Context: an optimization exercise on an open-source flow, tuned for small area and a short achievable clock period. The choices shown serve that exercise and are no tape-out recipe.
RTL that was checked went through simulation tests only; none was proved equivalent to the original.
Only the layout flow was run in runs 1, 2 and 4; the RTL was not checked for function there.
Power and IR drop assume default switching activity.

==> design/flow/design.v <==
module scarf_regmap_pat_gen
  ( input  logic        clk,
    input  logic        rst_n_sync,
    input  logic  [7:0] data_in,
    input  logic        data_in_valid,
    input  logic        data_in_finished,
    input  logic  [6:0] slave_id,
    input  logic        rnw,
    output logic  [7:0] read_data_sel,    
    output logic [12:0] end_address_pat_gen,
    output logic        enable_pat_gen,
    output logic        repeat_enable_pat_gen,
    output logic  [1:0] num_gpio_sel_pat_gen,
    output logic  [2:0] timestep_sel_pat_gen,
    output logic  [3:0] stage1_count_sel_pat_gen,
    output logic  [2:0] timestep_sel_next,       
    output logic  [3:0] stage1_count_sel_next
    );
    parameter SLAVE_ID = 7'h01;
    logic [7:0] registers[3:0];
    logic [7:0] registers_next[3:0];
    logic [7:0] registers_d[3:0];
    logic [3:0] address;      
    logic       first_byte;
    logic       byte_valid;
    assign byte_valid = (slave_id == SLAVE_ID) && data_in_valid;
    always_ff @(posedge clk, negedge rst_n_sync)
      if (~rst_n_sync)           first_byte <= 1'b1;
      else if (data_in_finished) first_byte <= 1'b1;
      else if (byte_valid)       first_byte <= 1'b0;
    always_ff @(posedge clk, negedge rst_n_sync)
      if (~rst_n_sync)           address <= 4'b0000;
      else if (data_in_finished) address <= 4'b0000;
      else if (byte_valid) begin
        if (first_byte) address <= (data_in[3:2] == 2'b00) ? (4'b0001 << data_in[1:0]) : 4'b0000;
        else            address <= {address[2:0], 1'b0};
      end
    always_comb begin
      read_data_sel = {7'd0, first_byte};
      for (int k = 0; k < 4; k++)
        read_data_sel = read_data_sel | ({8{address[k]}} & registers[k]);
    end
    always_comb
      for (int k = 0; k < 4; k++)
        registers_next[k] = (byte_valid && !rnw && address[k]) ? data_in : registers[k];
    always_comb
      for (int k = 0; k < 4; k++)
        registers_d[k] = rst_n_sync ? registers_next[k] : 8'h00;
    always_ff @(posedge clk) begin
      registers[0] <= registers_d[0];
      registers[1] <= registers_d[1];
      registers[2] <= registers_d[2];
      registers[3] <= registers_d[3];
    end
    always_comb begin
      end_address_pat_gen      = {registers[2][4:0], registers[3]};
      enable_pat_gen           = registers[0][0];
      repeat_enable_pat_gen    = registers[0][1];
      stage1_count_sel_pat_gen = registers[0][7:4];
      num_gpio_sel_pat_gen     = registers[1][1:0];
      timestep_sel_pat_gen     = registers[1][5:3];
      stage1_count_sel_next    = registers_d[0][7:4];
      timestep_sel_next        = registers_d[1][5:3];
    end
endmodule
module pattern_gen(
    input  logic        clk,
    input  logic        rst_n,
    input  logic        enable_pat_gen,
    input  logic [12:0] end_address_pat_gen,
    input  logic  [1:0] num_gpio_sel_pat_gen,  
    input  logic  [2:0] timestep_sel_pat_gen,
    input  logic  [3:0] stage1_count_sel_pat_gen,
    input  logic        repeat_enable_pat_gen,
    input  logic  [2:0] timestep_sel_next,         
    input  logic  [3:0] stage1_count_sel_next,
    output logic        pattern_active,
    output logic        pattern_idle,            
    output logic        pattern_done,
    output logic  [7:0] gpio_pat_gen_out,
    input  logic  [7:0] bram_read_data,
    output logic [12:0] bram_addr
    );
    logic        off;
    logic        reached_final_address;
    logic        reached_final_bit_count;
    logic        enable_pat_gen_delay;
    logic [12:0] current_address;
    logic  [2:0] bit_count;
    logic [25:0] timestep_counter;
    logic [25:0] final_timestep_count;
    logic        reached_final_timestep_count;
    logic        timestep_change;
    logic        timestep_change_delay;
    logic  [7:0] gpio_mask;
    logic  [7:0] gpio_pat_gen_comb;
    logic        enable_bit_counter;
    logic        pattern_active_hold;
    logic        reached_final_stage1_count;
    logic  [3:0] stage1_counter;
    logic        step;
    logic        ts_count;
    logic        ca_count;
    function automatic [25:0] carries26(input [25:0] x);
      carries26[0] = 1'b1;
      for (int i = 1; i < 26; i++) carries26[i] = carries26[i-1] & x[i-1];
    endfunction
    function automatic [12:0] carries13(input [12:0] x);
      carries13[0] = 1'b1;
      for (int i = 1; i < 13; i++) carries13[i] = carries13[i-1] & x[i-1];
    endfunction
    assign off = !enable_pat_gen && !repeat_enable_pat_gen;
    assign reached_final_address = (current_address == end_address_pat_gen);
    always_comb
      case (num_gpio_sel_pat_gen)
        2'b00: reached_final_bit_count = (bit_count == 3'd7);
        2'b01: reached_final_bit_count = (bit_count == 3'd6);
        2'b10: reached_final_bit_count = (bit_count == 3'd4);
        2'b11: reached_final_bit_count = (bit_count == 3'd0);
      endcase
    always_ff @(posedge clk)
      enable_pat_gen_delay <= enable_pat_gen;
    logic pattern_active_next;
    always_comb
      if (off)                                                 pattern_active_next = 1'b0;
      else if (repeat_enable_pat_gen || !enable_pat_gen_delay) pattern_active_next = 1'b1;
      else if (reached_final_address && reached_final_bit_count && step && enable_bit_counter)
                                                               pattern_active_next = 1'b0;
      else                                                     pattern_active_next = pattern_active;
    always_ff @(posedge clk, negedge rst_n)
      if (~rst_n) pattern_active <= 1'b0;
      else        pattern_active <= pattern_active_next;
    always_ff @(posedge clk, negedge rst_n)
      if (~rst_n) pattern_idle <= 1'b1;
      else        pattern_idle <= !pattern_active_next;
    always_ff @(posedge clk)
      pattern_active_hold <= pattern_active;
    always_ff @(posedge clk, negedge rst_n)
      if (~rst_n)                                      pattern_done <= 1'b0;
      else if (off)                                    pattern_done <= 1'b0;
      else if (!pattern_active && pattern_active_hold) pattern_done <= 1'b1;
    assign step = reached_final_timestep_count;
    assign ca_count = reached_final_bit_count && step && !reached_final_address;
    always_ff @(posedge clk)
      if (off || !enable_bit_counter ||
          (reached_final_bit_count && step && reached_final_address && repeat_enable_pat_gen))
        current_address <= '0;
      else
        current_address <= current_address ^ ({13{ca_count}} & carries13(current_address));
    assign bram_addr = current_address;
    always_ff @(posedge clk)
      if (off || !pattern_active) enable_bit_counter <= 1'b0;
      else if (step)              enable_bit_counter <= 1'b1;
    always_ff @(posedge clk)
      if (off || !enable_bit_counter)                                     bit_count <= '0;
      else if (step) begin
        if (!reached_final_bit_count) begin
          case (num_gpio_sel_pat_gen)
            2'b00: bit_count <= bit_count + 3'd1;
            2'b01: bit_count <= bit_count + 3'd2;
            2'b10: bit_count <= bit_count + 3'd4;
            2'b11: ;
          endcase
        end else if (!reached_final_address || repeat_enable_pat_gen)     bit_count <= '0;
      end
    function automatic [3:0] final_stage1(input [3:0] sel, input [2:0] ts);
      if (sel >= 4'd2)      final_stage1 = sel - 4'd1;
      else if (ts == 3'd0)  final_stage1 = 4'd1;  
      else                  final_stage1 = 4'd0;
    endfunction
    logic [3:0] stage1_counter_next;
    always_comb
      if (off || !pattern_active || reached_final_stage1_count) stage1_counter_next = '0;
      else                                                      stage1_counter_next = stage1_counter + 1'b1;
    always_ff @(posedge clk)
      stage1_counter <= stage1_counter_next;
    always_ff @(posedge clk, negedge rst_n)
      if (~rst_n) reached_final_stage1_count <= 1'b0;
      else        reached_final_stage1_count <= (stage1_counter_next ==
                                                 final_stage1(stage1_count_sel_next, timestep_sel_next));
    always_comb
      case(timestep_sel_pat_gen)
        3'd0:    final_timestep_count = 'd0;
        3'd1:    final_timestep_count = 'd10       - 1;
        3'd2:    final_timestep_count = 'd100      - 1;
        3'd3:    final_timestep_count = 'd1000     - 1;  
        3'd4:    final_timestep_count = 'd10000    - 1;
        3'd5:    final_timestep_count = 'd100000   - 1;
        3'd6:    final_timestep_count = 'd1000000  - 1;  
        3'd7:    final_timestep_count = 'd10000000 - 1;  
      endcase
    assign reached_final_timestep_count = (timestep_counter == final_timestep_count) && reached_final_stage1_count;
    assign ts_count = (timestep_sel_pat_gen != 3'd0) && reached_final_stage1_count;
    always_ff @(posedge clk)
      if (off || !pattern_active || step) timestep_counter <= '0;
      else                                timestep_counter <= timestep_counter ^ ({26{ts_count}} & carries26(timestep_counter));
    always_ff @(posedge clk)
      timestep_change <= step;
    always_ff @(posedge clk)
      timestep_change_delay <= timestep_change && pattern_active;
    always_comb
      case(num_gpio_sel_pat_gen)
        2'b00: gpio_mask = 8'b0000_0001;
        2'b01: gpio_mask = 8'b0000_0011;
        2'b10: gpio_mask = 8'b0000_1111;
        2'b11: gpio_mask = 8'b1111_1111;
      endcase
    logic [7:0] read_data_shifted;
    assign read_data_shifted = bram_read_data << bit_count;
    always_comb begin
      gpio_pat_gen_comb[7] = bram_read_data[bit_count];
      for (int k = 1; k < 8; k++)
        gpio_pat_gen_comb[7-k] = read_data_shifted[k];
    end
    always_ff @(posedge clk, negedge rst_n)
      if (~rst_n)                     gpio_pat_gen_out <= 8'b0000_0000;
      else if (off)                   gpio_pat_gen_out <= 8'b0000_0000;
      else if (timestep_change_delay) gpio_pat_gen_out <= gpio_pat_gen_comb & gpio_mask;
endmodule
module scarf_bram
  ( input  logic        clk,
    input  logic        rst_n_sync,
    input  logic  [7:0] data_in,
    input  logic        data_in_valid,
    input  logic        data_in_finished,
    input  logic  [6:0] slave_id,
    input  logic        rnw,
    output logic  [7:0] read_data_out,
    input  logic  [7:0] scarf_bram_read_data,
    output logic  [7:0] scarf_bram_write_data,
    output logic [12:0] scarf_bram_addr,
    output logic        scarf_bram_wen,
    output logic        scarf_bram_ren
    );
    parameter SLAVE_ID = 7'h02;
    logic [1:0] byte_count;
    logic       valid_slave;
    logic       byte_valid;
    logic       addr_max;
    logic       addr_inc;
    function automatic [12:0] carries13(input [12:0] x);
      carries13[0] = 1'b1;
      for (int i = 1; i < 13; i++) carries13[i] = carries13[i-1] & x[i-1];
    endfunction
    assign valid_slave = (slave_id == SLAVE_ID);
    assign byte_valid  = valid_slave && data_in_valid;
    assign addr_max    = &scarf_bram_addr;
    always_ff @(posedge clk)
      if (~rst_n_sync)                             byte_count <= 2'd0;
      else if (data_in_finished)                   byte_count <= 2'd0;
      else if (byte_valid && (byte_count != 2'd3)) byte_count <= byte_count + 1'd1;
    assign addr_inc = byte_valid && byte_count[1] && !addr_max && (rnw || byte_count[0]);
    always_ff @(posedge clk)
      if (~rst_n_sync)                                 scarf_bram_addr       <= 13'd0;
      else if (byte_valid && (byte_count == 2'd0))     scarf_bram_addr[12:8] <= data_in[4:0];
      else if (byte_valid && (byte_count == 2'd1))     scarf_bram_addr[7:0]  <= data_in;
      else if (addr_inc)                               scarf_bram_addr       <= scarf_bram_addr ^ ({13{addr_inc}} & carries13(scarf_bram_addr));
      else if (byte_count == 2'd0)                     scarf_bram_addr       <= 13'd0;
    always_ff @(posedge clk)
      scarf_bram_write_data <= data_in;
    always_ff @(posedge clk, negedge rst_n_sync)
      if (~rst_n_sync) scarf_bram_wen <= 1'b0;
      else             scarf_bram_wen <= data_in_valid && byte_count[1] && !rnw;
    always_ff @(posedge clk, negedge rst_n_sync)
      if (~rst_n_sync)                                         scarf_bram_ren <= 1'b0;
      else if (data_in_valid && (byte_count == 2'd1) && rnw)   scarf_bram_ren <= 1'b1;
      else if (byte_count == 2'd0)                             scarf_bram_ren <= 1'b0;
    always_ff @(posedge clk, negedge rst_n_sync)
      if (~rst_n_sync)              read_data_out <= 8'd0;
      else if (!valid_slave)        read_data_out <= 8'd0;
      else if (byte_count == 2'd0)  read_data_out <= {1'b0, SLAVE_ID};
      else if (scarf_bram_ren)      read_data_out <= scarf_bram_read_data;
endmodule
module scarf_pat_gen_top
( input  logic        clk,
  input  logic        rst_n_sync,
  input  logic  [7:0] data_in,
  input  logic        data_in_valid,
  input  logic        data_in_finished,
  input  logic  [6:0] slave_id,
  input  logic        rnw,
  output logic  [7:0] read_data_out,
  output logic  [7:0] gpio_pat_gen_out,
  output logic        pattern_done,
  output logic [12:0] bram_addr,
  output logic        bram_wen,
  output logic        bram_ren,
  output logic  [7:0] bram_write_data,
  input  logic  [7:0] bram_read_data
 );
  logic  [7:0] read_data_out_bram;
  logic  [7:0] read_data_sel_pat_gen;
  logic        scarf_bram_wen;
  logic        scarf_bram_ren;
  logic [12:0] scarf_bram_addr;
  logic [12:0] pat_gen_bram_addr;
  logic [12:0] end_address_pat_gen;
  logic        enable_pat_gen;
  logic        repeat_enable_pat_gen;
  logic  [1:0] num_gpio_sel_pat_gen;
  logic  [2:0] timestep_sel_pat_gen;
  logic  [3:0] stage1_count_sel_pat_gen;
  logic        pattern_active;
  logic        pattern_idle;
  logic  [2:0] timestep_sel_next;
  logic  [3:0] stage1_count_sel_next;
  scarf_read_mux u_read_mux
  ( .slave_id,
    .rnw,
    .read_data_bram (read_data_out_bram),
    .read_data_sel  (read_data_sel_pat_gen),
    .read_data_out
   );
  scarf_regmap_pat_gen
  # ( .SLAVE_ID( 7'h01 ) )
  u_scarf_regmap_pattern_gen
  ( .clk                  (clk),
    .rst_n_sync           (rst_n_sync),
    .data_in              (data_in),
    .data_in_valid        (data_in_valid),
    .data_in_finished     (data_in_finished),
    .slave_id,
    .rnw,
    .read_data_sel        (read_data_sel_pat_gen),
    .end_address_pat_gen,
    .enable_pat_gen,
    .repeat_enable_pat_gen,
    .num_gpio_sel_pat_gen,
    .timestep_sel_pat_gen,
    .stage1_count_sel_pat_gen,
    .timestep_sel_next,
    .stage1_count_sel_next
   );
  pattern_gen u_pattern_gen
  ( .clk                    (clk),
    .rst_n                  (rst_n_sync),
    .enable_pat_gen,
    .end_address_pat_gen,
    .num_gpio_sel_pat_gen,
    .timestep_sel_pat_gen,
    .stage1_count_sel_pat_gen,
    .repeat_enable_pat_gen,
    .timestep_sel_next,
    .stage1_count_sel_next,
    .pattern_active,
    .pattern_idle,
    .pattern_done,
    .gpio_pat_gen_out,
    .bram_read_data,
    .bram_addr              (pat_gen_bram_addr)
   );
  scarf_bram
  # ( .SLAVE_ID(7'h02) )
  u_scarf_bram
  ( .clk                   (clk),
    .rst_n_sync            (rst_n_sync),
    .data_in               (data_in),
    .data_in_valid         (data_in_valid),
    .data_in_finished      (data_in_finished),
    .slave_id,
    .rnw,
    .read_data_out         (read_data_out_bram),
    .scarf_bram_read_data  (bram_read_data),
    .scarf_bram_write_data (bram_write_data),
    .scarf_bram_addr,
    .scarf_bram_wen,
    .scarf_bram_ren
   );
  assign bram_addr = (pattern_idle) ? scarf_bram_addr : pat_gen_bram_addr;
  assign bram_ren  = !pattern_idle | scarf_bram_ren;
  assign bram_wen  = pattern_idle & scarf_bram_wen;
endmodule
module scarf_read_mux
( input  logic [6:0] slave_id,
  input  logic       rnw,
  input  logic [7:0] read_data_bram,
  input  logic [7:0] read_data_sel,
  output logic [7:0] read_data_out
 );
  logic       id65_zero, id43_zero, id21_zero, id0_read_n;
  logic [3:0] sel_n;
  logic [7:0] bram_n, sel_data_n;
  rm_nor2  u_id65 (.a(slave_id[6]), .b(slave_id[5]), .y(id65_zero));
  rm_nor2  u_id43 (.a(slave_id[4]), .b(slave_id[3]), .y(id43_zero));
  rm_nor2  u_id21 (.a(slave_id[2]), .b(slave_id[1]), .y(id21_zero));
  rm_nand2 u_id0  (.a(slave_id[0]), .b(rnw),         .y(id0_read_n));
  for (genvar j = 0; j < 4; j++) begin : g_sel
    rm_nand4b u_sel (.a_n(id0_read_n), .b(id65_zero), .c(id43_zero), .d(id21_zero), .y(sel_n[j]));
  end
  assign bram_n     = ~read_data_bram;
  assign sel_data_n = ~read_data_sel;
  for (genvar i = 0; i < 8; i++) begin : g_bit
    rm_o21ai u_out (.a1(sel_n[i/2]), .a2(sel_data_n[i]), .b1(bram_n[i]), .y(read_data_out[i]));
  end
endmodule
module rm_nor2 (input logic a, b, output logic y);
  assign y = ~(a | b);
endmodule
module rm_nand2 (input logic a, b, output logic y);
  assign y = ~(a & b);
endmodule
module rm_nand4b (input logic a_n, b, c, d, output logic y);
  assign y = ~(~a_n & b & c & d);
endmodule
module rm_o21ai (input logic a1, a2, b1, output logic y);
  assign y = ~((a1 | a2) & b1);
endmodule
==> design/flow/flow/run.sh <==
#!/bin/bash
# Own flow: the standard layout (standard.sh, the same ORFS steps and
# settings) with two changes:
#  - the ports' buffers are buf_2 cells instead of the resizer's default pick
#    (repair_timing still resizes them where timing needs it);
#  - if flow/abc.script exists, the synthesis's technology mapping (ABC) runs
#    that script in place of ORFS's speed script. The synthesis passes before
#    it, the flip-flop mapping, register names, flatten and renaming are
#    synth_recipe.tcl's, unchanged.
# Each tool's output goes to the ORFS logs under orfs/logs; make's own output
# goes to flow.log here.
set -euo pipefail
W=$PWD
SYNTH=$W/synth_recipe.tcl
if [[ -f flow/abc.script ]]; then
  cp flow/abc.script $W/my_abc.script
  {
    head -1 synth_recipe.tcl
    cat <<EOT
proc abc {args} {
  set i [lsearch -exact \$args -script]
  if {\$i >= 0} { set args [lreplace \$args [expr {\$i+1}] [expr {\$i+1}] $W/my_abc.script] }
  yosys abc {*}\$args
}
EOT
    tail -n +2 synth_recipe.tcl
  } > my_synth.tcl
  SYNTH=$W/my_synth.tcl
fi
EXTRA=""
[[ -f flow/make_args.txt ]] && EXTRA=$(cat flow/make_args.txt)
sed -e "s#SYNTH_SCRIPT=[^ ]*#SYNTH_SCRIPT=$SYNTH $EXTRA#" standard.sh > my_standard.sh
bash my_standard.sh > flow.log 2>&1
==> design/flow/flow/abc.script <==
strash
&get -n
&fraig -x
&put
scorr
dc2
dretime
strash
&get -n
&dch -f
&nf
&put
==> design/flow/flow/make_args.txt <==
'BUFFER_PORTS_ARGS=-buffer_cell sky130_fd_sc_hd__buf_1' 'DONT_USE_CELLS=sky130_fd_sc_hd__probe_p_8 sky130_fd_sc_hd__probec_p_8 sky130_fd_sc_hd__lpflow_bleeder_1 sky130_fd_sc_hd__lpflow_clkbufkapwr_1 sky130_fd_sc_hd__lpflow_clkbufkapwr_16 sky130_fd_sc_hd__lpflow_clkbufkapwr_2 sky130_fd_sc_hd__lpflow_clkbufkapwr_4 sky130_fd_sc_hd__lpflow_clkbufkapwr_8 sky130_fd_sc_hd__lpflow_clkinvkapwr_1 sky130_fd_sc_hd__lpflow_clkinvkapwr_16 sky130_fd_sc_hd__lpflow_clkinvkapwr_2 sky130_fd_sc_hd__lpflow_clkinvkapwr_4 sky130_fd_sc_hd__lpflow_clkinvkapwr_8 sky130_fd_sc_hd__lpflow_decapkapwr_12 sky130_fd_sc_hd__lpflow_decapkapwr_3 sky130_fd_sc_hd__lpflow_decapkapwr_4 sky130_fd_sc_hd__lpflow_decapkapwr_6 sky130_fd_sc_hd__lpflow_decapkapwr_8 sky130_fd_sc_hd__lpflow_inputiso0n_1 sky130_fd_sc_hd__lpflow_inputiso0p_1 sky130_fd_sc_hd__lpflow_inputiso1n_1 sky130_fd_sc_hd__lpflow_inputiso1p_1 sky130_fd_sc_hd__lpflow_inputisolatch_1 sky130_fd_sc_hd__lpflow_isobufsrc_1 sky130_fd_sc_hd__lpflow_isobufsrc_16 sky130_fd_sc_hd__lpflow_isobufsrc_2 sky130_fd_sc_hd__lpflow_isobufsrc_4 sky130_fd_sc_hd__lpflow_isobufsrc_8 sky130_fd_sc_hd__lpflow_isobufsrckapwr_16 sky130_fd_sc_hd__lpflow_lsbuf_lh_hl_isowell_tap_1 sky130_fd_sc_hd__lpflow_lsbuf_lh_hl_isowell_tap_2 sky130_fd_sc_hd__lpflow_lsbuf_lh_hl_isowell_tap_4 sky130_fd_sc_hd__lpflow_lsbuf_lh_isowell_4 sky130_fd_sc_hd__lpflow_lsbuf_lh_isowell_tap_1 sky130_fd_sc_hd__lpflow_lsbuf_lh_isowell_tap_2 sky130_fd_sc_hd__lpflow_lsbuf_lh_isowell_tap_4  sky130_fd_sc_hd__a2111o_1 sky130_fd_sc_hd__a2111o_2 sky130_fd_sc_hd__a2111o_4 sky130_fd_sc_hd__a2111oi_0 sky130_fd_sc_hd__a2111oi_1 sky130_fd_sc_hd__a2111oi_2 sky130_fd_sc_hd__a2111oi_4 sky130_fd_sc_hd__nor4_1 sky130_fd_sc_hd__nor4_2 sky130_fd_sc_hd__nor4_4 sky130_fd_sc_hd__nor4b_1 sky130_fd_sc_hd__nor4b_2 sky130_fd_sc_hd__nor4b_4 sky130_fd_sc_hd__nor4bb_1 sky130_fd_sc_hd__nor4bb_2 sky130_fd_sc_hd__nor4bb_4 sky130_fd_sc_hd__o2111a_1 sky130_fd_sc_hd__o2111a_2 sky130_fd_sc_hd__o2111a_4 sky130_fd_sc_hd__o2111ai_1 sky130_fd_sc_hd__o2111ai_2 sky130_fd_sc_hd__o2111ai_4 sky130_fd_sc_hd__or4_1 sky130_fd_sc_hd__or4_2 sky130_fd_sc_hd__or4_4 sky130_fd_sc_hd__or4b_1 sky130_fd_sc_hd__or4b_2 sky130_fd_sc_hd__or4b_4 sky130_fd_sc_hd__or4bb_1 sky130_fd_sc_hd__or4bb_2 sky130_fd_sc_hd__or4bb_4 '
==> design/flow/standard.sh <==
#!/bin/bash
# synth_recipe.tcl (not shown) runs the flow's synth.tcl, then flattens the netlist and writes it again
# the make line also repeats each setting of config.mk as NAME=value (left out here)
make -C /OpenROAD-flow-scripts/flow DESIGN_CONFIG=/design/flow/config.mk WORK_HOME=/design/flow/orfs CLKGATE_MAP_FILE= SYNTH_SCRIPT=/design/flow/synth_recipe.tcl "${@:-finish}"
==> design/flow/config.mk <==
export PLATFORM = sky130hd
export DESIGN_NAME = scarf_pat_gen_top
export DESIGN_NICKNAME = scarf_pat_gen_top
export VERILOG_FILES = /design/flow/design.v
export SDC_FILE = /design/flow/constraint.sdc
export NUM_CORES = 4
export LEC_CHECK = 0
export CAP_MARGIN = 20
export CORE_MARGIN = 2
export CORE_UTILIZATION = 60
export CTS_BUF_LIST = sky130_fd_sc_hd__clkbuf_8
export SETUP_SLACK_MARGIN = 3.0
export SLEW_MARGIN = 20
export SYNTH_HIERARCHICAL = 1
export SYNTH_MINIMUM_KEEP_SIZE = 0
export TNS_END_PERCENT = 20
==> design/flow/constraint.sdc <==
create_clock -name core_clock -period 6.0 [get_ports {clk}]
set_input_delay 1.2000 -clock core_clock [delete_from_list [all_inputs] [get_ports {clk}]]
set_output_delay 1.2000 -clock core_clock [all_outputs]
set_load 0.01 [all_outputs]
==> results of run 1 <==
==> area by class of cell <==
class	count	area, sq um	share of cell area
Multi-Input combinational cell	637	4078	0.4958
Sequential cell	133	2825	0.3435
Timing Repair Buffer	93	596.8	0.07257
Clock buffer	20	275.3	0.03347
Inverter	47	181.4	0.02206
Tap cell	143	178.9	0.02176
Clock inverter	12	88.84	0.01080
==> how the worst max path moves through the flow <==
stage	from	to	cells after the start
floorplan	slave_id[2]	u_pattern_gen.reached_final_stage1_count	11
global placement	u_scarf_regmap_pattern_gen.registers[1][4]	u_pattern_gen.timestep_counter[25]	13
detailed placement	u_scarf_regmap_pattern_gen.registers[1][4]	u_pattern_gen.timestep_counter[25]	13
CTS	slave_id[3]	read_data_out[4]	5
global route	data_in_valid	u_pattern_gen.reached_final_stage1_count	14
finish	slave_id[0]	read_data_out[4]	5
==> registers in the layout, indices dropped and copies added (netlist names), 3 cells and up <==
register / flops
u_pattern_gen.current_address: 13
u_pattern_gen.stage1_counter: 4
u_scarf_regmap_pattern_gen.address: 4
u_scarf_regmap_pattern_gen.registers: 32
u_pattern_gen.bit_count: 3
u_scarf_bram.scarf_bram_write_data: 8
u_pattern_gen.gpio_pat_gen_out: 8
u_scarf_bram.scarf_bram_addr: 13
u_pattern_gen.timestep_counter: 26
u_scarf_bram.read_data_out: 8
==> per-stage QoR <==
step                hold WS [ns]  setup WS [ns]    util
CTS                       0.4494          2.815  0.6952
finish                    0.4480          2.859  0.7203
floorplan                 0.3902          2.192       -
global route              0.4842          2.768  0.7203
global placement          0.4277          2.418  0.6466
detailed placement        0.4417          2.210  0.6466
==> power by group through the flow <==
stage / registers [mW] / logic, mW / clock network, mW
after floorplan: 0.913 / 0.0218 / 0
after global placement: 0.912 / 0.0561 / 0
after detailed placement: 0.912 / 0.0570 / 0
after CTS: 0.890 / 0.0588 / 0.705
after global routing: 0.891 / 0.0719 / 0.745
final: 0.891 / 0.0661 / 0.696
==> routing by layer <==
metal | vias to the layer above | track usage | part of all wire
li1 | 3249 | - | -
met3 | 35 | 0.06151 | 0.055
met1 | 3213 | 0.4003 | 0.42
met5 | - | 0 | 0
met2 | 259 | 0.5253 | 0.50
met4 | 0 | 0.1382 | 0.023
==> worst max-delay path, delay by kind of cell <==
| kind | cells | cell delay, ns |
|---|---|---|
| and+or+nand+nor | 2 | 0.30 |
| buffers and inverters | 2 | 0.26 |
| AOI/OAI and AO/OA | 1 | 0.18 |
==> layout by cell type (no fill, tap or decap), types with 7 or more instances in the layout <==
| master | count |
|---|---|
| nor2_1 | 99 |
| a22o_1 | 13 |
| o21ai_1 | 8 |
| mux2i_1 | 8 |
| mux2_1 | 14 |
| a222oi_1 | 8 |
| buf_4 | 21 |
| nand3_1 | 16 |
| nand2_1 | 60 |
| clkbuf_8 | 20 |
| nor3b_1 | 7 |
| ha_1 | 17 |
| dfrtp_1 | 21 |
| o31ai_1 | 33 |
| a21oi_1 | 80 |
| xnor2_1 | 21 |
| clkinv_1 | 43 |
| a31oi_1 | 12 |
| nor3_1 | 37 |
| nand4_1 | 7 |
| dfxtp_1 | 100 |
| clkinv_2 | 11 |
| nand2b_1 | 8 |
| buf_2 | 8 |
| buf_1 | 50 |
| o21ai_0 | 37 |
| and4_4 | 12 |
| and3_1 | 13 |
| and2_0 | 14 |
==> timing repair <==
item                                    CTS  global route
buffers inserted                          7            12
endpoints found under the setup margin   34            42
hold buffers                              0             0
gates cloned                              0             3
gates resized for setup                  60            54
pin swaps                                 5            16
==> flow_metrics.py, run 1 <==
metrics = {
    "logic_synthesis": {
        "synth_area_sq_um": 6994,
        "synthCells": 827,
        "ys.warnings.count": 12,
        "synth_area_per_cell_sq_um": 8.457,
        "syn_nets": 876,
    },
    "pwr": {
        "power_frac_seq": 0.539,
        "total_power_mw": 1.652,
        "comb_power_share": 0.040,
        "p_leak_nw": 3.153,
        "p_sw_frac": 0.2371,
        "p_clk_frac": 0.421,
        "peakVddDrop_v": 0.0001836,
        "internal_power_mw": 1.261,
        "p_switching_mw": 0.3918,
        "powerDensity_nw_per_um2": 200.9,
    },
    "outcome": {
        "status": "complete, no violations",
    },
    "global_route": {
        "grt_pass1_wl_um": 31630,
        "grt_overflow_total": 0,
        "grt_pass1_vias": 6384,
        "grt_max_degree": 58,
        "track_usage": 0.3154,
        "antenna_found_initial": 0,
    },
    "sta": {
        "rsz0062_at_grt": "true",
        "drv_slew": 0,
        "hold_viol": 0,
        "finalSetupTns_ns": 0,
        "fin_skew_ns": 0.008639,
        "finalCritPeriodShare": 0.5235,
        "setup_viol": 0,
        "max_slew_margin": 0.3667,
        "fmax_mhz": 318.4,
        "fin_crit_ns": 3.141,
        "worst_pin_slew_ns": 0.9427,
    },
    "floorplan": {
        "std_cell_rows": 39,
        "coreArea_sq_um": 11420,
        "die-width_um": 112.0,
        "initial_utilization": 0.6125,
        "die_y_um": 112.0,
        "dieArea_sq_um": 12540,
        "pin_count": 68,
    },
    "worst_setup_path": {
        "crit_arrival_ns": 1.94,
        "cp_slowest_cell": "nand4b_1",
        "r2r-start": "u_scarf_regmap_pattern_gen.registers[1][0]",
        "crit_path_end_kind": "primary output",
        "crit_path_max_fanout": 4,
        "crit_chain": "clkbuf_2 > nand2_2 > nand4b_1 > o21ai_1 > buf_2",
        "crit_required_ns": 4.80,
        "worstSetupPathType": "input port to primary output",
        "r2r-end": "u_pattern_gen.current_address[12]",
        "r2r_setup_slack_ns": 2.97,
        "cp-start-kind": "input port",
        "max_stage_delay_ns": 0.24,
        "reg2reg_depth": 13,
    },
    "final_layout": {
        "n_fill_cell": 885,
        "stdcell_count": 1085,
        "design_area_sq_um": 8224,
        "area_growth_pct": 17.59,
        "nets": 978,
        "drive_above_1_share": 0.1306,
        "diodes": 0,
    },
    "worst_hold_path": {
        "hold_path_class": "register to register",
        "min_to": "u_pattern_gen.timestep_change_delay",
        "whs_path_depth": 1,
        "hold_start": "u_pattern_gen.timestep_change",
    },
    "routing": {
        "drt_iter0_markers": 749,
        "drc_errors": 0,
        "viasPerCell": 6.227,
        "drt_wl_total_um": 19910,
        "wire_per_inst_um": 18.35,
        "antenna_left": 0,
        "via_count": 6756,
        "drt-pass1-iter-count": 5,
    },
    "cts": {
        "clockBufferDepth": 2,
        "cts_htree_levels": 4,
        "insertion_delay_ns": 0.45,
        "cts.sinks": 133,
        "cts_tree": "yes",
        "clk_pin_slew_worst_paths_ns": 0.07,
        "cts_root_buf": "clkbuf_8",
        "numCtsBuffers": 17,
    },
    "placement": {
        "gp_congestion": 0.9469,
        "port_buffers": 67,
        "dp_cells": 1031,
        "place_area_sq_um": 7383,
        "hpwlAfterDp_um": 13640,
    },
    "flow_run": {
        "cap_violations": 0,
    },
}
==> run 2, diff against run 1 <==
--- a/design/flow/config.mk
+++ b/design/flow/config.mk
@@ -13,4 +13,4 @@
 export SLEW_MARGIN = 20
 export SYNTH_HIERARCHICAL = 1
 export SYNTH_MINIMUM_KEEP_SIZE = 0
-export TNS_END_PERCENT = 20
+export TNS_END_PERCENT = 100
==> run 2 against run 1 <==
Flip-flop and latch count stayed put. Largest cell class unchanged. Die area unchanged. Via count grew 0.70%. Combinational power grew 2%. Critical path type unchanged. Non-clock buffer count rose by 10. Area after synthesis stayed put. Highest routed layer unchanged. Still clean.
==> flow_metrics.py, run 2 <==
metrics = {
    "sta": {
        "fin_skew_ns": 0.01020,
        "max_slew_margin": 0.4096,
        "setup_viol": 0,
        "drv_slew": 0,
        "finalCritPeriodShare": 0.5267,
        "finalSetupTns_ns": 0,
        "fin_crit_ns": 3.160,
        "rsz0062_at_grt": "true",
        "worst_pin_slew_ns": 0.8788,
        "fmax_mhz": 316.5,
        "hold_viol": 0,
        "holdWs_ns": 0.4465,
    },
    "cts": {
        "cts.sinks": 133,
        "cts_root_buf": "clkbuf_8",
        "ctsHoldBuffers": 0,
        "cts_tree": "yes",
        "clk_pin_slew_worst_paths_ns": 0.07,
        "clockBufferDepth": 2,
        "cts_htree_levels": 4,
        "numCtsBuffers": 17,
        "insertion_delay_ns": 0.46,
    },
    "worst_setup_path": {
        "crit_arrival_ns": 1.96,
        "worstSetupPathType": "input port to primary output",
        "r2r-start": "u_scarf_regmap_pattern_gen.registers[1][4]",
        "crit_path_max_fanout": 4,
        "cp-start-kind": "input port",
        "crit_start": "slave_id[2]",
        "reg2reg_depth": 13,
        "crit_required_ns": 4.80,
        "crit_path_end_kind": "primary output",
    },
    "logic_synthesis": {
        "ys.warnings.count": 12,
        "syn_nets": 876,
        "synth_area_sq_um": 6994,
        "synthCells": 827,
        "synth_area_per_cell_sq_um": 8.457,
    },
    "final_layout": {
        "final_common_cell": "dfxtp_1",
        "drive_above_1_share": 0.1658,
        "top_regs": "u_scarf_regmap_pattern_gen.registers: 32 flops, u_pattern_gen.timestep_counter: 26 flops",
        "n_fill_cell": 898,
        "final_cell_mix": "dfxtp_1 (100), nor2_1 (97), a21oi_1 (75)",
        "diodes": 0,
        "top_register": "u_scarf_regmap_pattern_gen.registers",
        "post-route-util": 0.7430,
        "nets": 989,
        "area_growth_pct": 21.31,
        "largest_reg_flops": 32,
        "design_area_sq_um": 8484,
    },
    "routing": {
        "wire_per_inst_um": 18.28,
        "dr.max_layer_used": "met4",
        "drt_wl_total_um": 20040,
        "via_count": 6803,
        "antenna_left": 0,
        "drt_iter0_markers": 662,
        "wl_met1_um": 8626,
        "drc_errors": 0,
        "viasPerCell": 6.207,
        "dr_wl_met3_um": 1111,
        "drt-pass1-iter-count": 5,
        "route.met2.wl_um": 9765,
    },
    "global_route": {
        "grt_pass1_wl_um": 31750,
        "grt_pass1_vias": 6426,
        "grt_max_degree": 73,
        "antenna_found_initial": 0,
        "track_usage": 0.3129,
        "grt_overflow_total": 0,
    },
    "outcome": {
        "status": "complete, no violations",
    },
    "pwr": {
        "internal_power_mw": 1.286,
        "peakVddDrop_v": 0.0002059,
        "p_leak_nw": 3.245,
        "power_frac_seq": 0.527,
        "p_switching_mw": 0.4037,
        "powerDensity_nw_per_um2": 199.2,
        "total_power_mw": 1.690,
        "comb_power_share": 0.040,
        "p_sw_frac": 0.2389,
        "p_clk_frac": 0.433,
    },
    "placement": {
        "port_buffers": 67,
        "gp_congestion": 0.9652,
        "hpwlAfterDp_um": 13040,
        "place_area_sq_um": 7443,
    },
    "floorplan": {
        "die-width_um": 112.0,
        "dieArea_sq_um": 12540,
        "pin_count": 68,
        "die_y_um": 112.0,
        "coreArea_sq_um": 11420,
        "std_cell_rows": 39,
        "initial_utilization": 0.6125,
    },
    "flow_run": {
        "cap_violations": 0,
    },
    "worst_hold_path": {
        "hold_start": "u_pattern_gen.pattern_active",
        "hold_path_class": "register to register",
        "whs_path_depth": 0,
    },
}
[run 2: metal layers]
metal / vias up / GRT usage
met5: - / 0
met4: 0 / 0.1341
met3: 40 / 0.06151
met2: 256 / 0.5131
met1: 3227 / 0.4048
li1: 3280 / -
[run 2: final cells by class]
class | instances | area (sq um) | area share
Tap cell | 143 | 178.9 | 0.02109
Clock inverter | 10 | 80.08 | 0.009438
Clock buffer | 22 | 302.8 | 0.03569
Multi-Input combinational cell | 638 | 4249 | 0.5008
Timing Repair Buffer | 103 | 653.1 | 0.07698
Inverter | 47 | 191.4 | 0.02256
Sequential cell | 133 | 2829 | 0.3334
[run 2: critical path, stage by stage]
cell,delay (ns)
buf_8,0.10
nor2_4,0.13
nand4b_1,0.17
o21ai_1,0.20
buf_2,0.15
[run 2: power groups by stage]
stage,combinational (mW),clock [mW],sequential [mW]
after floorplan,0.0218,0,0.913
after global placement,0.0559,0,0.912
after detailed placement,0.0569,0,0.912
after CTS,0.0640,0.740,0.891
after global routing,0.0735,0.778,0.890
final,0.0675,0.732,0.890
[run 2: path summary, 6_finish.rpt]
path / end / slack [ns]
max: read_data_out[1] / 2.84
min: u_pattern_gen.pattern_active_hold / 0.45
max reg2reg: u_pattern_gen.current_address[12] / 2.93
min reg2reg: u_pattern_gen.pattern_active_hold / 0.45
max in group asynchronous: u_scarf_regmap_pattern_gen.address[2] / 4.71
min in group asynchronous: u_pattern_gen.gpio_pat_gen_out[4] / 0.83
[run 2: metrics by stage]
stage	worst slack, ns	instances
after CTS	2.865	1078
after detailed placement	1.849	1031
after global placement	1.912	1031
final	2.840	1096
after floorplan	2.192	827
after global routing	2.800	1096
[run 2: what timing repair did]
item,4_1_cts,5_1_grt
pin swaps,11,18
setup buffers,14,17
endpoints found under the setup margin,38,25
gates cloned,1,1
gates resized for setup,80,47
==> run 3, diff against run 2 <==
--- a/design/flow/design.v
+++ b/design/flow/design.v
@@ -19,7 +19,6 @@
     parameter SLAVE_ID = 7'h01;
     logic [7:0] registers[3:0];
     logic [7:0] registers_next[3:0];
-    logic [7:0] registers_d[3:0];
     logic [3:0] address;      
     logic       first_byte;
     logic       byte_valid;
@@ -43,15 +42,18 @@
     always_comb
       for (int k = 0; k < 4; k++)
         registers_next[k] = (byte_valid && !rnw && address[k]) ? data_in : registers[k];
-    always_comb
-      for (int k = 0; k < 4; k++)
-        registers_d[k] = rst_n_sync ? registers_next[k] : 8'h00;
-    always_ff @(posedge clk) begin
-      registers[0] <= registers_d[0];
-      registers[1] <= registers_d[1];
-      registers[2] <= registers_d[2];
-      registers[3] <= registers_d[3];
-    end
+    always_ff @(posedge clk, negedge rst_n_sync)
+      if (~rst_n_sync) begin
+        registers[0] <= 8'h00;
+        registers[1] <= 8'h00;
+        registers[2] <= 8'h00;
+        registers[3] <= 8'h00;
+      end else begin
+        registers[0] <= registers_next[0];
+        registers[1] <= registers_next[1];
+        registers[2] <= registers_next[2];
+        registers[3] <= registers_next[3];
+      end
     always_comb begin
       end_address_pat_gen      = {registers[2][4:0], registers[3]};
       enable_pat_gen           = registers[0][0];
@@ -59,8 +61,8 @@
       stage1_count_sel_pat_gen = registers[0][7:4];
       num_gpio_sel_pat_gen     = registers[1][1:0];
       timestep_sel_pat_gen     = registers[1][5:3];
-      stage1_count_sel_next    = registers_d[0][7:4];
-      timestep_sel_next        = registers_d[1][5:3];
+      stage1_count_sel_next    = registers_next[0][7:4];
+      timestep_sel_next        = registers_next[1][5:3];
     end
 endmodule
 module pattern_gen(
@@ -245,12 +247,12 @@
     assign valid_slave = (slave_id == SLAVE_ID);
     assign byte_valid  = valid_slave && data_in_valid;
     assign addr_max    = &scarf_bram_addr;
-    always_ff @(posedge clk)
+    always_ff @(posedge clk, negedge rst_n_sync)
       if (~rst_n_sync)                             byte_count <= 2'd0;
       else if (data_in_finished)                   byte_count <= 2'd0;
       else if (byte_valid && (byte_count != 2'd3)) byte_count <= byte_count + 1'd1;
     assign addr_inc = byte_valid && byte_count[1] && !addr_max && (rnw || byte_count[0]);
-    always_ff @(posedge clk)
+    always_ff @(posedge clk, negedge rst_n_sync)
       if (~rst_n_sync)                                 scarf_bram_addr       <= 13'd0;
       else if (byte_valid && (byte_count == 2'd0))     scarf_bram_addr[12:8] <= data_in[4:0];
       else if (byte_valid && (byte_count == 2'd1))     scarf_bram_addr[7:0]  <= data_in;
--- a/design/flow/config.mk
+++ b/design/flow/config.mk
@@ -7,10 +7,10 @@
 export LEC_CHECK = 0
 export CAP_MARGIN = 20
 export CORE_MARGIN = 2
-export CORE_UTILIZATION = 60
+export CORE_UTILIZATION = 70
 export CTS_BUF_LIST = sky130_fd_sc_hd__clkbuf_8
-export SETUP_SLACK_MARGIN = 3.0
+export SETUP_SLACK_MARGIN = 2.85
 export SLEW_MARGIN = 20
 export SYNTH_HIERARCHICAL = 1
 export SYNTH_MINIMUM_KEEP_SIZE = 0
-export TNS_END_PERCENT = 100
+export TNS_END_PERCENT = 20
==> run 3 against run 2 <==
Total power about the same. Die area is 13% lower. Utilization grew 11 points. Sequential power rose by 0.4%. Cell count fell by 7.5%. Largest cell class unchanged. Critical path type is now input port to register. Final area down 2.0%. Routed wire length is 3.3% lower. Still clean on timing, DRC and antenna. Critical path depth up 8. Combinational power fell by 19%. Via count decreased by 2.4%. Clock skew is 0.00084 ns lower.
==> flow_metrics.py, run 3 <==
metrics = {
    "outcome": {
        "status": "complete, no violations",
    },
    "routing": {
        "via_count": 6639,
        "wire_per_inst_um": 19.11,
        "drt-pass1-iter-count": 6,
        "antenna_left": 0,
        "drt_wl_total_um": 19380,
        "drt_iter0_markers": 681,
        "viasPerCell": 6.547,
        "drc_errors": 0,
    },
    "floorplan": {
        "pin_count": 68,
        "dieArea_sq_um": 10870,
        "initial_utilization": 0.7197,
        "coreArea_sq_um": 9774,
        "die_y_um": 104.2,
        "std_cell_rows": 36,
        "die-width_um": 104.2,
    },
    "logic_synthesis": {
        "syn_nets": 800,
        "synth_area_sq_um": 7034,
        "ys.warnings.count": 11,
        "synthCells": 751,
        "synth_area_per_cell_sq_um": 9.367,
    },
    "sta": {
        "holdWs_ns": 0.4426,
        "finalSetupTns_ns": 0,
        "fin_crit_ns": 3.243,
        "fmax_mhz": 308.3,
        "fin_skew_ns": 0.009358,
        "finalCritPeriodShare": 0.5405,
        "worst_pin_slew_ns": 0.9521,
        "setup_viol": 0,
        "rsz0062_at_grt": "true",
        "hold_viol": 0,
        "drv_slew": 0,
        "max_slew_margin": 0.3653,
        "timing.final.ws_setup_ns": 2.757,
    },
    "cts": {
        "numCtsBuffers": 17,
        "clk_pin_slew_worst_paths_ns": 0.08,
        "ctsHoldBuffers": 0,
        "cts_root_buf": "clkbuf_8",
        "clockBufferDepth": 2,
        "cts_htree_levels": 4,
        "cts_tree": "yes",
        "cts.sinks": 133,
        "insertion_delay_ns": 0.44,
    },
    "worst_hold_path": {
        "hold_path_class": "register to register",
        "whs_path_depth": 1,
        "hold_start": "u_pattern_gen.timestep_change",
        "min_to": "u_pattern_gen.timestep_change_delay",
    },
    "pwr": {
        "total_power_mw": 1.690,
        "peakVddDrop_v": 0.0001309,
        "powerDensity_nw_per_um2": 203.3,
        "p_leak_nw": 3.604,
    },
    "worst_setup_path": {
        "crit_required_ns": 6.33,
        "cp-start-kind": "input port",
        "crit_path_max_fanout": 6,
        "reg2reg_depth": 13,
        "crit_path_end_kind": "register",
        "r2r-start": "u_scarf_regmap_pattern_gen.registers[1][4]",
        "r2r-end": "u_pattern_gen.current_address[12]",
        "r2r_setup_slack_ns": 2.80,
        "crit_arrival_ns": 3.57,
        "worstSetupPathType": "input port to register",
    },
    "placement": {
        "place_area_sq_um": 7411,
        "port_buffers": 67,
        "dp_cells": 942,
        "gp_congestion": 0.9340,
        "hpwlAfterDp_um": 12960,
        "dp_slack_ns": 2.089,
    },
    "flow_run": {
        "cap_violations": 0,
    },
    "global_route": {
        "grt_max_degree": 75,
        "track_usage": 0.3459,
        "antenna_found_initial": 0,
        "grt_pass1_wl_um": 30060,
        "grt_overflow_total": 0,
        "grt_pass1_vias": 6141,
    },
    "final_layout": {
        "stdcell_count": 1014,
        "diodes": 0,
        "drive_above_1_share": 0.1510,
        "area_growth_pct": 18.23,
        "final_cell_mix": "nor2_1 (70), dfrtp_1 (68), nand2_1 (60)",
        "nets": 917,
        "design_area_sq_um": 8317,
        "largest_reg_flops": 32,
        "n_fill_cell": 561,
        "top_regs": "u_scarf_regmap_pattern_gen.registers: 32 flops, u_pattern_gen.timestep_counter: 26 flops",
        "post-route-util": 0.8509,
        "final_common_cell": "nor2_1",
        "top_register": "u_scarf_regmap_pattern_gen.registers",
    },
}
-- run 3: cell types whose count changed in the layout (fill, tap and decap cells not counted), sizes merged, moves of 5 or more --
cell    before  now
nor2       106   76
mux2        14   46
a21oi       81   49
nand3       16   11
o21ai       45   31
clkbuf      25   19
o31ai       34    3
buf        100  106
dfxtp      106   59
dfrtp       25   72
-- run 3: how the worst max path moves through the flow --
| stage | from | end | slack (ns) | cells past startpoint |
|---|---|---|---|---|
| detailed placement | slave_id[1] | u_pattern_gen.reached_final_stage1_count | 2.09 | 12 |
| global route | u_scarf_regmap_pattern_gen.registers[1][4] | u_pattern_gen.current_address[11] | 2.67 | 14 |
| floorplan | slave_id[1] | u_pattern_gen.reached_final_stage1_count | 2.60 | 11 |
| global placement | slave_id[1] | u_pattern_gen.reached_final_stage1_count | 2.31 | 12 |
| finish | slave_id[1] | u_pattern_gen.reached_final_stage1_count | 2.76 | 13 |
| CTS | rnw | read_data_out[7] | 2.84 | 5 |
-- run 3: layout make-up --
cell class / count / area, sq um / share of cell area
inverters: 45 / 176.4 / 0.02121
flip-flops and latches: 133 / 3044 / 0.3660
clock buffers: 17 / 234.0 / 0.02813
multi-input cells: 563 / 3951 / 0.4751
clock inverters: 15 / 153.9 / 0.01850
repair buffers: 108 / 590.6 / 0.07101
well taps: 133 / 166.4 / 0.02001
-- run 3: critical path: stages --
cell	delay, ns
buf_1	0.13
nand2b_1	0.20
nor3_4	0.18
nand4b_1	0.12
buf_4	0.18
mux2_1	0.36
clkinv_1	0.11
ha_1	0.25
clkinv_1	0.14
o21ai_0	0.27
o21ai_0	0.17
xnor2_1	0.18
nor2_1	0.07
-- run 3: per-layer routing --
metal | vias up | share of wire | GRT usage
li1 | 2976 | - | -
met1 | 3188 | 0.40 | 0.4541
met2 | 401 | 0.47 | 0.5357
met3 | 74 | 0.095 | 0.09837
met4 | 0 | 0.032 | 0.1544
met5 | - | 0 | 0
-- run 3: timing repair --
| action | CTS | global route |
|---|---|---|
| resized for setup | 60 | 16 |
| setup buffers | 19 | 21 |
| cloned | 0 | 0 |
| setup endpoints to repair | 30 | 16 |
| pin swaps | 11 | 11 |
-- run 3: report_power, final --
group | internal, mW | total [mW] | switching [mW]
registers | 0.893 | 0.894 | 0.00142
clock network | 0.371 | 0.741 | 0.370
logic | 0.0147 | 0.0549 | 0.0402
==> run 4, diff against run 3 <==
--- a/design/flow/design.v
+++ b/design/flow/design.v
@@ -19,6 +19,7 @@
     parameter SLAVE_ID = 7'h01;
     logic [7:0] registers[3:0];
     logic [7:0] registers_next[3:0];
+    logic [7:0] registers_d[3:0];
     logic [3:0] address;      
     logic       first_byte;
     logic       byte_valid;
@@ -42,18 +43,15 @@
     always_comb
       for (int k = 0; k < 4; k++)
         registers_next[k] = (byte_valid && !rnw && address[k]) ? data_in : registers[k];
-    always_ff @(posedge clk, negedge rst_n_sync)
-      if (~rst_n_sync) begin
-        registers[0] <= 8'h00;
-        registers[1] <= 8'h00;
-        registers[2] <= 8'h00;
-        registers[3] <= 8'h00;
-      end else begin
-        registers[0] <= registers_next[0];
-        registers[1] <= registers_next[1];
-        registers[2] <= registers_next[2];
-        registers[3] <= registers_next[3];
-      end
+    always_comb
+      for (int k = 0; k < 4; k++)
+        registers_d[k] = rst_n_sync ? registers_next[k] : 8'h00;
+    always_ff @(posedge clk) begin
+      registers[0] <= registers_d[0];
+      registers[1] <= registers_d[1];
+      registers[2] <= registers_d[2];
+      registers[3] <= registers_d[3];
+    end
     always_comb begin
       end_address_pat_gen      = {registers[2][4:0], registers[3]};
       enable_pat_gen           = registers[0][0];
@@ -61,8 +59,8 @@
       stage1_count_sel_pat_gen = registers[0][7:4];
       num_gpio_sel_pat_gen     = registers[1][1:0];
       timestep_sel_pat_gen     = registers[1][5:3];
-      stage1_count_sel_next    = registers_next[0][7:4];
-      timestep_sel_next        = registers_next[1][5:3];
+      stage1_count_sel_next    = registers_d[0][7:4];
+      timestep_sel_next        = registers_d[1][5:3];
     end
 endmodule
 module pattern_gen(
@@ -247,12 +245,12 @@
     assign valid_slave = (slave_id == SLAVE_ID);
     assign byte_valid  = valid_slave && data_in_valid;
     assign addr_max    = &scarf_bram_addr;
-    always_ff @(posedge clk, negedge rst_n_sync)
+    always_ff @(posedge clk)
       if (~rst_n_sync)                             byte_count <= 2'd0;
       else if (data_in_finished)                   byte_count <= 2'd0;
       else if (byte_valid && (byte_count != 2'd3)) byte_count <= byte_count + 1'd1;
     assign addr_inc = byte_valid && byte_count[1] && !addr_max && (rnw || byte_count[0]);
-    always_ff @(posedge clk, negedge rst_n_sync)
+    always_ff @(posedge clk)
       if (~rst_n_sync)                                 scarf_bram_addr       <= 13'd0;
       else if (byte_valid && (byte_count == 2'd0))     scarf_bram_addr[12:8] <= data_in[4:0];
       else if (byte_valid && (byte_count == 2'd1))     scarf_bram_addr[7:0]  <= data_in;
==> design/flow/flow/make_args.txt (replaced) <==
'BUFFER_PORTS_ARGS=-buffer_cell sky130_fd_sc_hd__buf_1' 'DONT_USE_CELLS=sky130_fd_sc_hd__probe_p_8 sky130_fd_sc_hd__probec_p_8 sky130_fd_sc_hd__lpflow_bleeder_1 sky130_fd_sc_hd__lpflow_clkbufkapwr_1 sky130_fd_sc_hd__lpflow_clkbufkapwr_16 sky130_fd_sc_hd__lpflow_clkbufkapwr_2 sky130_fd_sc_hd__lpflow_clkbufkapwr_4 sky130_fd_sc_hd__lpflow_clkbufkapwr_8 sky130_fd_sc_hd__lpflow_clkinvkapwr_1 sky130_fd_sc_hd__lpflow_clkinvkapwr_16 sky130_fd_sc_hd__lpflow_clkinvkapwr_2 sky130_fd_sc_hd__lpflow_clkinvkapwr_4 sky130_fd_sc_hd__lpflow_clkinvkapwr_8 sky130_fd_sc_hd__lpflow_decapkapwr_12 sky130_fd_sc_hd__lpflow_decapkapwr_3 sky130_fd_sc_hd__lpflow_decapkapwr_4 sky130_fd_sc_hd__lpflow_decapkapwr_6 sky130_fd_sc_hd__lpflow_decapkapwr_8 sky130_fd_sc_hd__lpflow_inputiso0n_1 sky130_fd_sc_hd__lpflow_inputiso0p_1 sky130_fd_sc_hd__lpflow_inputiso1n_1 sky130_fd_sc_hd__lpflow_inputiso1p_1 sky130_fd_sc_hd__lpflow_inputisolatch_1 sky130_fd_sc_hd__lpflow_isobufsrc_1 sky130_fd_sc_hd__lpflow_isobufsrc_16 sky130_fd_sc_hd__lpflow_isobufsrc_2 sky130_fd_sc_hd__lpflow_isobufsrc_4 sky130_fd_sc_hd__lpflow_isobufsrc_8 sky130_fd_sc_hd__lpflow_isobufsrckapwr_16 sky130_fd_sc_hd__lpflow_lsbuf_lh_hl_isowell_tap_1 sky130_fd_sc_hd__lpflow_lsbuf_lh_hl_isowell_tap_2 sky130_fd_sc_hd__lpflow_lsbuf_lh_hl_isowell_tap_4 sky130_fd_sc_hd__lpflow_lsbuf_lh_isowell_4 sky130_fd_sc_hd__lpflow_lsbuf_lh_isowell_tap_1 sky130_fd_sc_hd__lpflow_lsbuf_lh_isowell_tap_2 sky130_fd_sc_hd__lpflow_lsbuf_lh_isowell_tap_4  sky130_fd_sc_hd__a2111o_1 sky130_fd_sc_hd__a2111o_2 sky130_fd_sc_hd__a2111o_4 sky130_fd_sc_hd__a2111oi_0 sky130_fd_sc_hd__a2111oi_1 sky130_fd_sc_hd__a2111oi_2 sky130_fd_sc_hd__a2111oi_4 sky130_fd_sc_hd__nor4_1 sky130_fd_sc_hd__nor4_2 sky130_fd_sc_hd__nor4_4 sky130_fd_sc_hd__nor4b_1 sky130_fd_sc_hd__nor4b_2 sky130_fd_sc_hd__nor4b_4 sky130_fd_sc_hd__nor4bb_1 sky130_fd_sc_hd__nor4bb_2 sky130_fd_sc_hd__nor4bb_4 sky130_fd_sc_hd__o2111a_1 sky130_fd_sc_hd__o2111a_2 sky130_fd_sc_hd__o2111a_4 sky130_fd_sc_hd__o2111ai_1 sky130_fd_sc_hd__o2111ai_2 sky130_fd_sc_hd__o2111ai_4 sky130_fd_sc_hd__or4_1 sky130_fd_sc_hd__or4_2 sky130_fd_sc_hd__or4_4 sky130_fd_sc_hd__or4b_1 sky130_fd_sc_hd__or4b_2 sky130_fd_sc_hd__or4b_4 sky130_fd_sc_hd__or4bb_1 sky130_fd_sc_hd__or4bb_2 sky130_fd_sc_hd__or4bb_4 ' 'CTS_ARGS=-sink_clustering_enable -repair_clock_nets -root_buf sky130_fd_sc_hd__clkbuf_8 -buf_list sky130_fd_sc_hd__clkbuf_4'
--- a/design/flow/config.mk
+++ b/design/flow/config.mk
@@ -7,9 +7,9 @@
 export LEC_CHECK = 0
 export CAP_MARGIN = 20
 export CORE_MARGIN = 2
-export CORE_UTILIZATION = 70
+export CORE_UTILIZATION = 60
 export CTS_BUF_LIST = sky130_fd_sc_hd__clkbuf_8
-export SETUP_SLACK_MARGIN = 2.85
+export SETUP_SLACK_MARGIN = 3.0
 export SLEW_MARGIN = 20
 export SYNTH_HIERARCHICAL = 1
 export SYNTH_MINIMUM_KEEP_SIZE = 0
==> run 4 against run 3 <==
Combinational power increased by 19%. Critical path depth decreased by 5. Area after synthesis decreased by 0.57%. Clock power decreased by 28%. Largest cell class unchanged. Via count increased by 1.3%. Register-to-register slack improved by 0.15 ns. Highest routed layer unchanged. Clock skew increased by 0.0044 ns. Final area decreased by 3.4%. Critical endpoint is now u_scarf_bram.scarf_bram_addr[6].
==> flow_metrics.py, run 4 <==
metrics = {
    "worst_setup_path": {
        "crit_required_ns": 6.32,
        "crit_buf_inv": 1,
        "cp_slowest_cell": "and2_0",
        "r2r-end": "u_pattern_gen.timestep_counter[25]",
        "crit_path_max_fanout": 15,
        "r2r-start": "u_scarf_regmap_pattern_gen.registers[1][3]",
        "crit_arrival_ns": 3.46,
        "crit_family": "simple AND/OR/NAND/NOR gates",
        "r2r_setup_slack_ns": 2.95,
        "reg2reg_depth": 13,
        "worstSetupPathType": "input port to register",
        "cp-start-kind": "input port",
        "crit_path_end_kind": "register",
        "max_stage_delay_ns": 0.51,
        "crit_chain": "buf_2 > nor3_1 > and4_1 > and2_0 > o31a_1 > o21ai_0 > a22oi_1 > nor2_1",
    },
    "final_layout": {
        "stdcell_count": 1081,
        "largest_reg_flops": 32,
        "drive_above_1_share": 0.1258,
        "nets": 974,
        "top_regs": "u_scarf_regmap_pattern_gen.registers: 32 flops, u_pattern_gen.timestep_counter: 26 flops",
        "final_common_cell": "dfxtp_1",
        "top_register": "u_scarf_regmap_pattern_gen.registers",
        "diodes": 0,
        "area_growth_pct": 14.88,
        "final_cell_mix": "dfxtp_1 (100), nor2_1 (99), a21oi_1 (80)",
        "n_fill_cell": 921,
    },
    "floorplan": {
        "die-width_um": 112.0,
        "dieArea_sq_um": 12540,
        "pin_count": 68,
        "initial_utilization": 0.6125,
        "coreArea_sq_um": 11420,
        "std_cell_rows": 39,
        "die_y_um": 112.0,
    },
    "cts": {
        "cts_root_buf": "clkbuf_8",
        "clockBufferDepth": 2,
        "numCtsBuffers": 17,
        "clk_pin_slew_worst_paths_ns": 0.11,
        "cts.sinks": 133,
        "cts_tree": "yes",
        "cts_htree_levels": 4,
        "insertion_delay_ns": 0.43,
    },
    "sta": {
        "setup_viol": 0,
        "fmax_mhz": 318.3,
        "hold_viol": 0,
        "drv_slew": 0,
        "fin_crit_ns": 3.142,
        "worst_pin_slew_ns": 0.8715,
        "fin_skew_ns": 0.01380,
        "rsz0062_at_grt": "true",
        "max_slew_margin": 0.4145,
        "finalSetupTns_ns": 0,
        "finalCritPeriodShare": 0.5237,
    },
    "global_route": {
        "track_usage": 0.3144,
        "grt_pass1_vias": 6391,
        "grt_pass1_wl_um": 31660,
        "grt_max_degree": 58,
        "grt_overflow_total": 0,
        "antenna_found_initial": 0,
    },
    "routing": {
        "antenna_left": 0,
        "drt_iter0_markers": 650,
        "via_count": 6722,
        "drt-pass1-iter-count": 6,
        "drt_wl_total_um": 19530,
        "drc_errors": 0,
        "viasPerCell": 6.218,
        "wire_per_inst_um": 18.07,
    },
    "pwr": {
        "powerDensity_nw_per_um2": 185.3,
        "p_leak_nw": 3.053,
        "peakVddDrop_v": 0.0001745,
    },
    "placement": {
        "dp_cells": 1031,
        "hpwlAfterDp_um": 13640,
        "gp_congestion": 0.9469,
        "port_buffers": 67,
    },
    "logic_synthesis": {
        "syn_nets": 876,
        "ys.warnings.count": 12,
        "synth_area_sq_um": 6994,
        "synth_area_per_cell_sq_um": 8.457,
        "synthCells": 827,
    },
    "worst_hold_path": {
        "min_to": "u_pattern_gen.pattern_active",
        "hold_path_class": "register to register",
        "hold_start": "u_pattern_gen.enable_pat_gen_delay",
        "whs_path_depth": 1,
    },
    "outcome": {
        "status": "complete, no violations",
    },
    "flow_run": {
        "cap_violations": 0,
    },
}
## run 4: worst max-delay path by stage
stage | start | endpoint | cells after the start
after floorplan | slave_id[2] | u_pattern_gen.reached_final_stage1_count | 11
after global placement | u_scarf_regmap_pattern_gen.registers[1][4] | u_pattern_gen.timestep_counter[25] | 13
after detailed placement | u_scarf_regmap_pattern_gen.registers[1][4] | u_pattern_gen.timestep_counter[25] | 13
after CTS | slave_id[3] | read_data_out[4] | 5
after global routing | data_in_valid | u_pattern_gen.reached_final_stage1_count | 13
final | slave_id[0] | u_scarf_bram.scarf_bram_addr[6] | 8
## run 4: area by class of cell
class / instances / area, sq um / share of cell area
Timing Repair Buffer: 89 / 525.5 / 0.06540
Clock buffer: 19 / 148.9 / 0.01853
Tap cell: 143 / 178.9 / 0.02227
Multi-Input combinational cell: 637 / 4083 / 0.5081
Sequential cell: 133 / 2825 / 0.3516
Inverter: 47 / 181.4 / 0.02258
Clock inverter: 13 / 92.59 / 0.01152
## run 4: through the flow
stage | power (mW) | area (sq um) | hold WS [ns] | worst slack (ns) | utilization
floorplan | 0.9345 | 6997 | 0.3902 | 2.192 | -
global placement | 0.9683 | 7383 | 0.4277 | 2.418 | 0.6466
detailed placement | 0.9692 | 7383 | 0.4417 | 2.210 | 0.6466
CTS | 1.491 | 7809 | 0.4506 | 2.811 | 0.6839
global route | 1.552 | 8035 | 0.4918 | 2.734 | 0.7037
finish | 1.489 | 8035 | 0.4566 | 2.858 | 0.7037
## run 4: worst reg2reg max path, delay by kind of cell, from the launching register on
family,cells,cell delay [ns]
AND/OR/NAND/NOR,11,2.26
buffers and inverters,1,0.08
flip-flops,1,0.38
adder cells (fa/ha/maj),1,0.22
## run 4: power by group
| part | internal [mW] | switching [mW] |
|---|---|---|
| Sequential | 0.887 | 0.00393 |
| Clock | 0.215 | 0.318 |
| Combinational | 0.0215 | 0.0438 |
| Total | 1.12 | 0.366 |
## run 4: metal layers
metal | GRT usage | wire length (um)
met1 | 0.3990 | 8329
met2 | 0.5325 | 9593
met3 | 0.06315 | 1085
met4 | 0.1171 | 525
met5 | 0 | 0
## run 4: timing repair
item,4_1_cts,5_1_grt
hold buffers,0,0
endpoints found under the setup margin,34,40
gates cloned,0,1
setup buffers,7,10
gates resized for setup,58,57
pin swaps,3,12

[separate check: timing with driven ports]
The flow's constraints put no driver on any port. The routed layouts listed below were extracted and timed again, unchanged, in two steps. Step 1 (the two cells are an assumption about what drives the block):
set clk [get_ports {clk}]
set_driving_cell -lib_cell sky130_fd_sc_hd__clkbuf_16 $clk
set_driving_cell -lib_cell sky130_fd_sc_hd__buf_2 [delete_from_list [all_inputs] $clk]
Step 2 moves the port delays by t, midway between the first and last clock arrival at a register: inputs arrive t later, outputs are due t later. That takes back most of the time a late clock gives input paths. a / b / c = no drivers / after step 1 / after step 2; a / b = the first two.
run | t, ns | slack for setup (ns) | hold slack, ns
run 1 | 0.484 | 2.859 / 2.824 / 2.413 | 0.448 / 0.448 / 0.448
run 2 | 0.490 | 2.840 / 2.802 / 2.512 | 0.447 / 0.447 / 0.447
run 3 | 0.470 | 2.757 / 2.767 / 2.297 | 0.443 / 0.443 / 0.443
run 4 | 0.461 | 2.858 / 2.824 / 2.416 | 0.457 / 0.457 / 0.457
After both steps setup and hold are still met in every run listed. The setup slack of run 3, which loses most, moves by +0.010 ns with the drivers and by -0.460 ns with both steps.
